Source: an optimization exercise on an open RTL-to-GDS flow (aim: small area). Production flows keep margins and buffers that such runs may drop. The RTL of this run was laid out without a check of its function. Power and IR drop assume default switching activity.

===== config.mk =====
export PLATFORM = sky130hd
export DESIGN_NAME = flexpipe_top
export DESIGN_NICKNAME = flexpipe_top
export VERILOG_FILES = /design/flow/design.v
export SDC_FILE = /design/flow/constraint.sdc
export NUM_CORES = 4
export LEC_CHECK = 0
export CAP_MARGIN = 20
export CORE_AREA = 10 10 410 410
export DIE_AREA = 0 0 420 420
export SLEW_MARGIN = 20

===== design.v =====
typedef struct packed {
    logic [31:0] compute_cycles;
    logic [31:0] config_bits;
    logic [31:0] pointer_walks;
    logic [31:0] data_size;
    logic [64-1:0] base_addr;
    logic                  valid;
    logic [4-1:0] epoch;
} layer_config_t;
typedef enum logic [1:0] {
    REQ_TYPE_CONFIG = 2'b00,
    REQ_TYPE_PTR    = 2'b01,
    REQ_TYPE_DATA   = 2'b10
} req_type_e;
typedef enum logic {
    PRIO_LOW  = 1'b0,
    PRIO_HIGH = 1'b1
} req_prio_e;
typedef struct packed {
    logic [256-1:0]   data;
    logic [6-1:0] id;
    logic [4-1:0]  epoch;
    logic                    last;
    logic                    error;
} mem_resp_t;
typedef struct packed {
    logic [64-1:0]   addr;
    logic [31:0]             len;     
    logic [6-1:0] id;
    logic [4-1:0]  epoch;
    req_type_e               rtype;
    req_prio_e               prio;
} mem_req_t;
module config_manager (
    input  logic                   clk,
    input  logic                   rst_n,
    input  logic [64-1:0]  s_axi_awaddr,
    input  logic                   s_axi_awvalid,
    output logic                   s_axi_awready,
    input  logic [31:0]            s_axi_wdata,
    input  logic [3:0]             s_axi_wstrb,
    input  logic                   s_axi_wvalid,
    output logic                   s_axi_wready,
    output logic [1:0]             s_axi_bresp,
    output logic                   s_axi_bvalid,
    input  logic                   s_axi_bready,
    input  logic                   core_safe_to_flip,
    input  logic                   no_outstanding_active,
    output logic                   request_flip,
    input  logic                   flip_ack,
    output layer_config_t          active_config,
    output layer_config_t          shadow_config,
    output logic                   layer_start_pulse,
    output logic [4-1:0] current_epoch
);
    layer_config_t active_config_r, shadow_config_r;
    logic          shadow_full;
    logic [4-1:0] epoch_counter;
    logic          request_flip_r;
    logic [2:0]    write_idx;
    typedef enum logic [1:0] { AXI_IDLE, AXI_WRITE, AXI_RESP } axi_state_e;
    axi_state_e axi_state;
    assign s_axi_awready = (axi_state == AXI_IDLE);
    assign s_axi_wready  = (axi_state == AXI_WRITE);
    assign s_axi_bresp   = 2'b00;
    always @(posedge clk or negedge rst_n) begin
        if (!rst_n) begin
            axi_state        <= AXI_IDLE;
            write_idx        <= 0;
            shadow_full      <= 1'b0;
            shadow_config_r  <= '0;
            s_axi_bvalid     <= 1'b0;
            epoch_counter    <= {4{1'b0}};
            request_flip_r   <= 1'b0;
            active_config_r  <= '0;
            layer_start_pulse <= 1'b0;
        end else begin
            case (axi_state)
                AXI_IDLE: begin
                    s_axi_bvalid <= 1'b0;
                    if (s_axi_awvalid) begin
                        axi_state <= AXI_WRITE;
                    end
                end
                AXI_WRITE: begin
                    if (s_axi_wvalid) begin
                        case (write_idx)
                            0: shadow_config_r.compute_cycles <= s_axi_wdata;
                            1: shadow_config_r.config_bits    <= s_axi_wdata;
                            2: shadow_config_r.pointer_walks  <= s_axi_wdata;
                            3: shadow_config_r.data_size      <= s_axi_wdata;
                            default: ;  
                        endcase
                        write_idx <= write_idx + 1;
                        s_axi_bvalid <= 1'b1;
                        axi_state <= AXI_RESP;
                        if (write_idx == 3) begin
                            shadow_full <= 1'b1;
                            shadow_config_r.valid <= 1'b1;
                            write_idx <= 0;
                        end
                    end
                end
                AXI_RESP: begin
                    if (s_axi_bready) begin
                        s_axi_bvalid <= 1'b0;
                        axi_state <= AXI_IDLE;
                    end
                end
                default: axi_state <= AXI_IDLE;
            endcase
            layer_start_pulse <= 1'b0;
            if (shadow_full && core_safe_to_flip && no_outstanding_active && !request_flip_r) begin
                request_flip_r <= 1'b1;
            end
            if (request_flip_r && flip_ack) begin
                active_config_r <= shadow_config_r;
                epoch_counter <= epoch_counter + 1;
                active_config_r.epoch <= epoch_counter + 1;
                active_config_r.valid <= 1'b1;
                shadow_full <= 1'b0;
                shadow_config_r.valid <= 1'b0;
                request_flip_r <= 1'b0;
                layer_start_pulse <= 1'b1;
            end
        end
    end
    assign request_flip = request_flip_r;
    assign active_config = active_config_r;
    assign shadow_config = shadow_config_r;
    assign current_epoch = epoch_counter;
endmodule
module memory_arbiter (
    input  logic        clk,
    input  logic        rst_n,
    input  mem_req_t    active_req,
    input  logic        active_req_valid,
    output logic        active_req_ready,
    output mem_resp_t   active_resp,
    output logic        active_resp_valid,
    input  mem_req_t    prefetch_req,
    input  logic        prefetch_req_valid,
    output logic        prefetch_req_ready,
    output mem_resp_t   prefetch_resp,
    output logic        prefetch_resp_valid,
    output mem_req_t    mem_master_req,
    output logic        mem_master_valid,
    input  logic        mem_master_ready,
    input  mem_resp_t   mem_master_resp,
    input  logic        mem_master_resp_valid,
    output logic        no_outstanding_active
);
    logic [7:0] active_cnt;
    logic [7:0] prefetch_cnt;
    localparam int ID_SRC_BIT = 6 - 1;
    assign active_resp = mem_master_resp;
    assign prefetch_resp = mem_master_resp;
    always @(*) begin
        mem_master_valid = 1'b0;
        mem_master_req = '0;
        active_req_ready = 1'b0;
        prefetch_req_ready = 1'b0;
        if (active_req_valid) begin
            mem_master_valid = 1'b1;
            mem_master_req   = active_req;
            mem_master_req.id[ID_SRC_BIT] = 1'b0;
            active_req_ready = mem_master_ready;
        end else if (prefetch_req_valid) begin
            mem_master_valid = 1'b1;
            mem_master_req   = prefetch_req;
            mem_master_req.id[ID_SRC_BIT] = 1'b1;
            prefetch_req_ready = mem_master_ready;
        end
    end
    always @(posedge clk or negedge rst_n) begin
        if (!rst_n) begin
            active_cnt <= 0;
            prefetch_cnt <= 0;
        end else begin
            if (active_req_valid && active_req_ready) active_cnt <= active_cnt + 1;
            if (prefetch_req_valid && prefetch_req_ready) prefetch_cnt <= prefetch_cnt + 1;
            if (mem_master_resp_valid && mem_master_resp.last) begin
                if (mem_master_resp.id[ID_SRC_BIT] == 1'b0 && active_cnt > 0) active_cnt <= active_cnt - 1;
                if (mem_master_resp.id[ID_SRC_BIT] == 1'b1 && prefetch_cnt > 0) prefetch_cnt <= prefetch_cnt - 1;
            end
        end
    end
    always @(*) begin
        active_resp_valid = 1'b0;
        prefetch_resp_valid = 1'b0;
        if (mem_master_resp_valid) begin
            if (mem_master_resp.id[ID_SRC_BIT] == 1'b0) begin
                active_resp_valid = 1'b1;
            end else begin
                prefetch_resp_valid = 1'b1;
            end
        end
    end
    assign no_outstanding_active = (active_cnt == 0);
endmodule
module prefetch_dma (
    input  logic                   clk,
    input  logic                   rst_n,
    input  layer_config_t          shadow_config,
    input  logic [4-1:0] current_epoch,
    input  logic                   start_prefetch,
    output logic                   busy,
    output logic [31:0]            bytes_fetched,  
    output mem_req_t               mem_req,
    output logic                   mem_req_valid,
    input  logic                   mem_req_ready,
    input  mem_resp_t              mem_resp,
    input  logic                   mem_resp_valid
);
    typedef enum logic [2:0] { IDLE, PTR_REQ, PTR_WAIT, DATA_REQ, DATA_WAIT, DONE } state_e;
    state_e state, next_state;
    logic [64-1:0] current_ptr_addr;
    logic [64-1:0] fetched_data_addr;
    logic [31:0]           walks_remaining;
    logic [4-1:0] my_epoch;
    logic [31:0]           bytes_accum;
    assign busy = (state != IDLE && state != DONE);
    assign bytes_fetched = bytes_accum;
    always @(*) begin
        next_state = state;
        mem_req_valid = 1'b0;
        mem_req = '0;
        mem_req.id[6-1] = 1'b1;
        case (state)
            IDLE: begin
                if (start_prefetch && shadow_config.valid) begin
                    next_state = PTR_REQ;
                end
            end
            PTR_REQ: begin
                mem_req.addr  = current_ptr_addr;
                mem_req.len   = 8;
                mem_req.rtype = REQ_TYPE_PTR;
                mem_req.prio  = PRIO_LOW;
                mem_req.epoch = my_epoch;
                mem_req_valid = 1'b1;
                if (mem_req_ready) next_state = PTR_WAIT;
            end
            PTR_WAIT: begin
                if (mem_resp_valid && (mem_resp.epoch == my_epoch) && (mem_resp.id == mem_req.id)) begin
                    next_state = DATA_REQ;
                end
            end
            DATA_REQ: begin
                mem_req.addr  = fetched_data_addr;
                mem_req.len   = (256/8);  
                mem_req.rtype = REQ_TYPE_DATA;
                mem_req.prio  = PRIO_LOW;
                mem_req.epoch = my_epoch;
                mem_req_valid = 1'b1;
                if (mem_req_ready) next_state = DATA_WAIT;
            end
            DATA_WAIT: begin
                if (mem_resp_valid && (mem_resp.epoch == my_epoch) && (mem_resp.id == mem_req.id) && mem_resp.last) begin
                    if (walks_remaining > 0) next_state = PTR_REQ;
                    else next_state = DONE;
                end
            end
            DONE: begin
                if (!shadow_config.valid) next_state = IDLE;
            end
            default: next_state = IDLE;
        endcase
    end
    always @(posedge clk or negedge rst_n) begin
        if (!rst_n) begin
            state <= IDLE;
            current_ptr_addr <= '0;
            fetched_data_addr <= '0;
            walks_remaining <= 0;
            my_epoch <= '0;
            bytes_accum <= 0;
        end else begin
            state <= next_state;
            if (state == IDLE && next_state == PTR_REQ) begin
                current_ptr_addr <= shadow_config.base_addr;
                walks_remaining  <= shadow_config.pointer_walks;
                my_epoch         <= current_epoch;
                bytes_accum      <= 0;
            end
            if (state == PTR_WAIT && mem_resp_valid && (mem_resp.epoch == my_epoch)) begin
                fetched_data_addr <= mem_resp.data[64-1:0];
            end
            if (state == DATA_WAIT && mem_resp_valid && (mem_resp.epoch == my_epoch) && mem_resp.last) begin
                bytes_accum <= bytes_accum + (256/8);
                if (walks_remaining > 0) begin
                    walks_remaining <= walks_remaining - 1;
                    current_ptr_addr <= current_ptr_addr + 8;  
                end
            end
            if (state != IDLE && my_epoch != current_epoch) begin
                state <= IDLE;
            end
        end
    end
endmodule
module flexpipe_top (
    input  logic                   clk,
    input  logic                   rst_n,
    input  logic dbg_mode,
    output logic [31:0] dbg_cycle_count,
    input  logic [64-1:0]  s_axi_awaddr,
    input  logic                   s_axi_awvalid,
    output logic                   s_axi_awready,
    input  logic [31:0]            s_axi_wdata,
    input  logic [3:0]             s_axi_wstrb,
    input  logic                   s_axi_wvalid,
    output logic                   s_axi_wready,
    output logic [1:0]             s_axi_bresp,
    output logic                   s_axi_bvalid,
    input  logic                   s_axi_bready,
    input  logic                   core_idle,
    input  logic                   core_pipeline_drained,
    input  logic                   flip_ack,
    output logic                   request_flip,
    output logic [196:0]           active_config,    
    output logic                   layer_start_pulse,
    input  logic [108:0]           core_mem_req,     
    input  logic                   core_mem_req_valid,
    output logic                   core_mem_req_ready,
    output logic [267:0]           core_mem_resp,    
    output logic                   core_mem_resp_valid,
    output logic [108:0]           mem_master_req,   
    output logic                   mem_master_valid,
    input  logic                   mem_master_ready,
    input  logic [267:0]           mem_master_resp,  
    input  logic                   mem_master_resp_valid
);
    layer_config_t shadow_config;
    logic [4-1:0] current_epoch;
    logic prefetch_busy;
    logic [31:0] bytes_fetched_w;
    mem_req_t prefetch_req;
    logic     prefetch_req_valid;
    logic     prefetch_req_ready;
    mem_resp_t prefetch_resp;
    logic     prefetch_resp_valid;
    mem_req_t arb_to_dram_req;
    logic     arb_to_dram_valid;
    logic no_outstanding_active;
    logic [31:0] dbg_cycle_count_r;
    always @(posedge clk or negedge rst_n) begin
        if (!rst_n) begin
            dbg_cycle_count_r <= 32'd0;
        end else begin
            if (dbg_mode)
                dbg_cycle_count_r <= dbg_cycle_count_r + 32'd1;
        end
    end
    assign dbg_cycle_count = dbg_cycle_count_r;
    config_manager u_config_manager (
        .clk                   (clk),
        .rst_n                 (rst_n),
        .s_axi_awaddr          (s_axi_awaddr),
        .s_axi_awvalid         (s_axi_awvalid),
        .s_axi_awready         (s_axi_awready),
        .s_axi_wdata           (s_axi_wdata),
        .s_axi_wstrb           (s_axi_wstrb),
        .s_axi_wvalid          (s_axi_wvalid),
        .s_axi_wready          (s_axi_wready),
        .s_axi_bresp           (s_axi_bresp),
        .s_axi_bvalid          (s_axi_bvalid),
        .s_axi_bready          (s_axi_bready),
        .core_safe_to_flip     (core_idle && core_pipeline_drained),
        .no_outstanding_active (no_outstanding_active),
        .request_flip          (request_flip),
        .flip_ack              (flip_ack),
        .active_config         (active_config),
        .shadow_config         (shadow_config),
        .layer_start_pulse     (layer_start_pulse),
        .current_epoch         (current_epoch)
    );
    prefetch_dma u_prefetch_dma (
        .clk               (clk),
        .rst_n             (rst_n),
        .shadow_config     (shadow_config),
        .current_epoch     (current_epoch),
        .start_prefetch    (shadow_config.valid && !prefetch_busy),
        .busy              (prefetch_busy),
        .bytes_fetched     (bytes_fetched_w),
        .mem_req           (prefetch_req),
        .mem_req_valid     (prefetch_req_valid),
        .mem_req_ready     (prefetch_req_ready),
        .mem_resp          (prefetch_resp),
        .mem_resp_valid    (prefetch_resp_valid)
    );
    memory_arbiter u_memory_arbiter (
        .clk                   (clk),
        .rst_n                 (rst_n),
        .active_req            (core_mem_req),
        .active_req_valid      (core_mem_req_valid),
        .active_req_ready      (core_mem_req_ready),
        .active_resp           (core_mem_resp),
        .active_resp_valid     (core_mem_resp_valid),
        .prefetch_req          (prefetch_req),
        .prefetch_req_valid    (prefetch_req_valid),
        .prefetch_req_ready    (prefetch_req_ready),
        .prefetch_resp         (prefetch_resp),
        .prefetch_resp_valid   (prefetch_resp_valid),
        .mem_master_req        (arb_to_dram_req),
        .mem_master_valid      (arb_to_dram_valid),
        .mem_master_ready      (mem_master_ready),
        .mem_master_resp       (mem_master_resp),
        .mem_master_resp_valid (mem_master_resp_valid),
        .no_outstanding_active (no_outstanding_active)
    );
    assign mem_master_req = arb_to_dram_req;
    assign mem_master_valid = arb_to_dram_valid;
endmodule

===== constraint.sdc =====
create_clock -name core_clock -period 5.0 [get_ports {clk}]
set_input_delay 1.0000 -clock core_clock [delete_from_list [all_inputs] [get_ports {clk}]]
set_output_delay 1.0000 -clock core_clock [all_outputs]
set_load 0.01 [all_outputs]

===== run.sh =====
#!/bin/bash
# synth_recipe.tcl (not shown) runs the flow's synth.tcl, then flattens the netlist and writes it again
# the make line also repeats each setting of config.mk as NAME=value (left out here)
make -C /OpenROAD-flow-scripts/flow DESIGN_CONFIG=/design/flow/config.mk WORK_HOME=/design/flow/orfs CLKGATE_MAP_FILE= SYNTH_SCRIPT=/design/flow/synth_recipe.tcl finish

==> summary.md <==
| Metric | Value |
|---|---|
| Main synth FF type | `dfrtp_1` |
| Clock power share | `0.337` |
| 1st-iter DRT viols | `a little under 900` |
| Cts repair resizes | `0` |
| Relative slew slack | `0.3081` |
| CP Data Required Time | `approximately 4.0 ns` |
| Final Core Density | `0.2042` |
| Site Rows | `146` |
| Routability Congestion | `0.8530` |
| Most common cell after layout, fill and taps aside | `clkdlybuf4s50_1` |
| Flop pwr share | `0.416` |
| Sequential area share after synthesis | `0.4927` |
| Yosys warning total | `4` |
| Area growth syn-to-layout | `33.78%` |
| First-pass GRT wire length | `about 140 mm` |
| Total iterations of the first detailed-routing run | `5` |
| Post-cts hold buffer count | `0` |
| CTS tree | `yes` |
| CP Launch Type | `flop` |
| Post-route ant nets | `0` |
| CP max FO | `38` |
| Mapped Cells | `roughly 2100` |
| Pin count of the biggest net entering global routing | `112` |
| Htree depth | `2` |
| Fin nets | `~3000` |
| Global Route Usage Sum | `0.1124` |
| DR vias | `about 17000` |
| DP Area | `30350 um^2` |
| Hold Vio Cnt, Final | `0` |
| EDFF count, synth | `0` |
| Via/cell ratio | `around 3.7` |
| Post-Route WL | `about 110 mm` |
| Postcts setup bufs | `0` |
| Clk root buf | `clkbuf_16` |
| FMAX | `between 0.2 and 0.25 GHz` |
| Initial Util | `0.1526` |
| TritonCTS buffer count | `60` |
| Finished Cell Area | `32410 um^2` |
| Share of layout cells above drive strength 1 | `0.2006` |
| Status | `timing/DRC/antenna clean` |
| Crit end category | `primary output` |
| Max-Cap Viols | `0` |
| Combinational share of power | `0.247` |
| Die span in x | `between 400 and 500 um` |
| Tmin final | `4.376 ns` |
| Worst-Skew Late Latency | `roughly 0.67 ns` |
| Clock slew at reported path FFs | `~0.060 ns` |
| Hold Path Class | `input pin to async pin` |
| Setup CP Type | `flop to primary output` |
| Die Y | `between 400 and 500 um` |
| Most frequent cells in the layout | `clkdlybuf4s50_1, dfrtp_1, mux2_2` |
| Syn Area/Cell | `roughly 11 um^2` |
| Number of global-route vias before repair | `between 15000 and 20000` |
| Max VDD drop | `between 200 and 300 uV` |
| Pint | `between 8 and 9 mW` |
| CTS Sinks | `approximately 480` |
| Synth cell types | `66` |
| Tcrit/Tclk final | `0.8752` |
| Slew Viols, Final | `0` |
| Post-synthesis async set-or-reset flop share | `1.000` |
| CP Data Arrival Time | `roughly 3.4 ns` |
| Post-Syn Area | `between 20000 and 25000 um^2` |
| Remaining DRCs | `0` |
| Antenna violations before repair | `12` |
| Psw | `about 4.3 mW` |
| Fin Clk Skew | `approximately 0.038 ns` |
| Dpl hpwl | `about 85 mm` |
| Core footprint | `158700 um^2` |
| CTS max path bufs | `3` |
| Synth Register Bits | `~480` |
| Port bufs | `between 500 and 600` |
| Power density over the cells | `approximately 410 nW/um^2` |
| TNS Setup | `0 ns` |
| Final setup viols | `0` |
| Die ar. | `176400 um^2` |
| LEAKAGE | `between 10 and 15 nW` |
| Sw frac | `0.3238` |
| Top-level port count | `~1100` |
| Wirelength per Cell | `approximately 23 um` |
| Grt total ovfl | `0` |
| Unrepaired setup endpoints after global routing | `false` |
| Pin slew with the least headroom to its limit | `between 1 and 1.5 ns` |
## critical path: stages, from the launching register on
cell,delay [ns]
dfrtp_1,0.51
nand2b_1,0.30
or2_4,0.45
buf_4,0.31
o21ai_0,0.47
clkdlybuf4s50_1,0.64
## stage by stage
step	power (mW)	hold slack, ns	instances	setup slack [ns]
3_3_place_gp	8.897	0.4540	4471	0.9635
3_5_place_dp	8.997	0.4581	4471	0.9705
5_1_grt	14.04	0.3675	4582	0.4903
2_1_floorplan	7.373	0.4331	2213	2.010
4_1_cts	13.58	0.3624	4580	0.5264
6_report	13.29	0.3187	4583	0.6238
## power by group through the flow
stage | combinational [mW] | clock, mW | sequential (mW)
4_1_cts | 3.39 | 4.63 | 5.56
2_1_floorplan | 2.06 | 0 | 5.31
3_3_place_gp | 3.31 | 0 | 5.58
5_1_grt | 3.59 | 4.78 | 5.67
3_5_place_dp | 3.37 | 0 | 5.62
6_report | 3.28 | 4.48 | 5.53
## cells by family after synthesis
group | Yosys count | share of synthesized area
AND/OR/NAND/NOR | 526 | 0.1136
flip-flops | 477 | 0.4927
buffers and inverters | 457 | 0.1250
multiplexers | 418 | 0.1894
AO/OA/AOI/OAI | 194 | 0.05020
XOR/XNOR | 63 | 0.02277
adder cells (fa/ha/maj) | 12 | 0.006197
other | 1 | 0.0001548
## cell usage after synthesis, types with 12 or more instances
| library cell | instances | area share |
|---|---|---|
| a21oi_1 | 24 | 0.0050 |
| and2_1 | 47 | 0.012 |
| and3_1 | 12 | 0.0031 |
| buf_1 | 13 | 0.0020 |
| buf_2 | 15 | 0.0031 |
| buf_4 | 339 | 0.11 |
| clkbuf_1 | 61 | 0.0095 |
| dfrtp_1 | 477 | 0.49 |
| ha_1 | 12 | 0.0062 |
| inv_1 | 26 | 0.0040 |
| mux2_2 | 323 | 0.15 |
| mux2i_1 | 95 | 0.039 |
| nand2_1 | 171 | 0.026 |
| nand3_1 | 47 | 0.0097 |
| nand4_1 | 36 | 0.0093 |
| nor2_1 | 73 | 0.011 |
| nor3_1 | 41 | 0.0085 |
| nor4_1 | 20 | 0.0052 |
| o211ai_1 | 17 | 0.0053 |
| o21ai_0 | 84 | 0.017 |
| o31ai_1 | 17 | 0.0053 |
| xnor2_1 | 42 | 0.015 |
| xor2_1 | 21 | 0.0076 |
## cell type report
| class | count | area [um^2] |
|---|---|---|
| well taps | 2072 | 2592 |
| fillers | 17140 | 126300 |
| repair buffers | 617 | 6168 |
| diodes | 3 | 7.507 |
| inverters | 26 | 100.1 |
| flip-flops and latches | 477 | 11940 |
| clock buffers | 75 | 1648 |
| multi-input cells | 1279 | 9549 |
| clock inverters | 34 | 407.9 |
## flip-flops by register name (all words and copies together), names as in the netlist, 2 cells and up
register                          count
u_config_manager.epoch_counter        3
u_config_manager.write_idx            3
u_config_manager.shadow_config_r    129
u_prefetch_dma.fetched_data_addr     64
u_memory_arbiter.active_cnt           8
u_prefetch_dma.current_ptr_addr      64
u_config_manager.axi_state            2
u_config_manager.active_config_r    130
dbg_cycle_count_r                    32
u_prefetch_dma.walks_remaining       32
u_prefetch_dma.my_epoch               4
u_prefetch_dma.state                  3
## worst paths after layout
path,start,cells after the start,slack [ns],endpoint
min in group core_clock,u_config_manager.active_config_r[4],1,0.47,u_config_manager.active_config_r[4]
min,rst_n,1,0.32,dbg_cycle_count_r[31]
min reg2reg,u_config_manager.active_config_r[4],1,0.47,u_config_manager.active_config_r[4]
max reg2reg,u_prefetch_dma.state[1],7,1.75,u_prefetch_dma.current_ptr_addr[26]
max in group asynchronous,rst_n,2,3.61,u_prefetch_dma.state[1]
max,u_prefetch_dma.state[2],5,0.62,mem_master_req[104]
## routing by layer
| metal | up-vias | wire [um] | GRT usage | share of wire |
|---|---|---|---|---|
| li1 | 7754 | - | - | - |
| met1 | 8468 | 33390 | 0.1056 | 0.32 |
| met2 | 676 | 55730 | 0.2073 | 0.53 |
| met3 | 245 | 10010 | 0.04248 | 0.095 |
| met4 | 0 | 6454 | 0.06470 | 0.061 |
| met5 | - | 0 | 0 | 0 |

what the ideal ports hide:
Ports are ideal in the flow. The routed layout listed here was re-timed in OpenROAD.
Step 1, drivers: a clkbuf_16 drives clk and a buf_2 each remaining input, both assumed.
Step 2 also shifts input and output timing later by t, the mid clock arrival at the registers, as if the neighbouring blocks saw the same clock.
Slacks: no drivers / after step 1 / after step 2; pairs: no drivers / after step 1.
t (ns): 0.718
setup slack, ns: 0.624 / 0.561 / 0.935
cell pins on the clock port's net: 1
After both steps setup and hold are still met in this run. For this run, drivers alone change the setup slack by -0.063 ns; drivers and shift together by +0.311 ns.
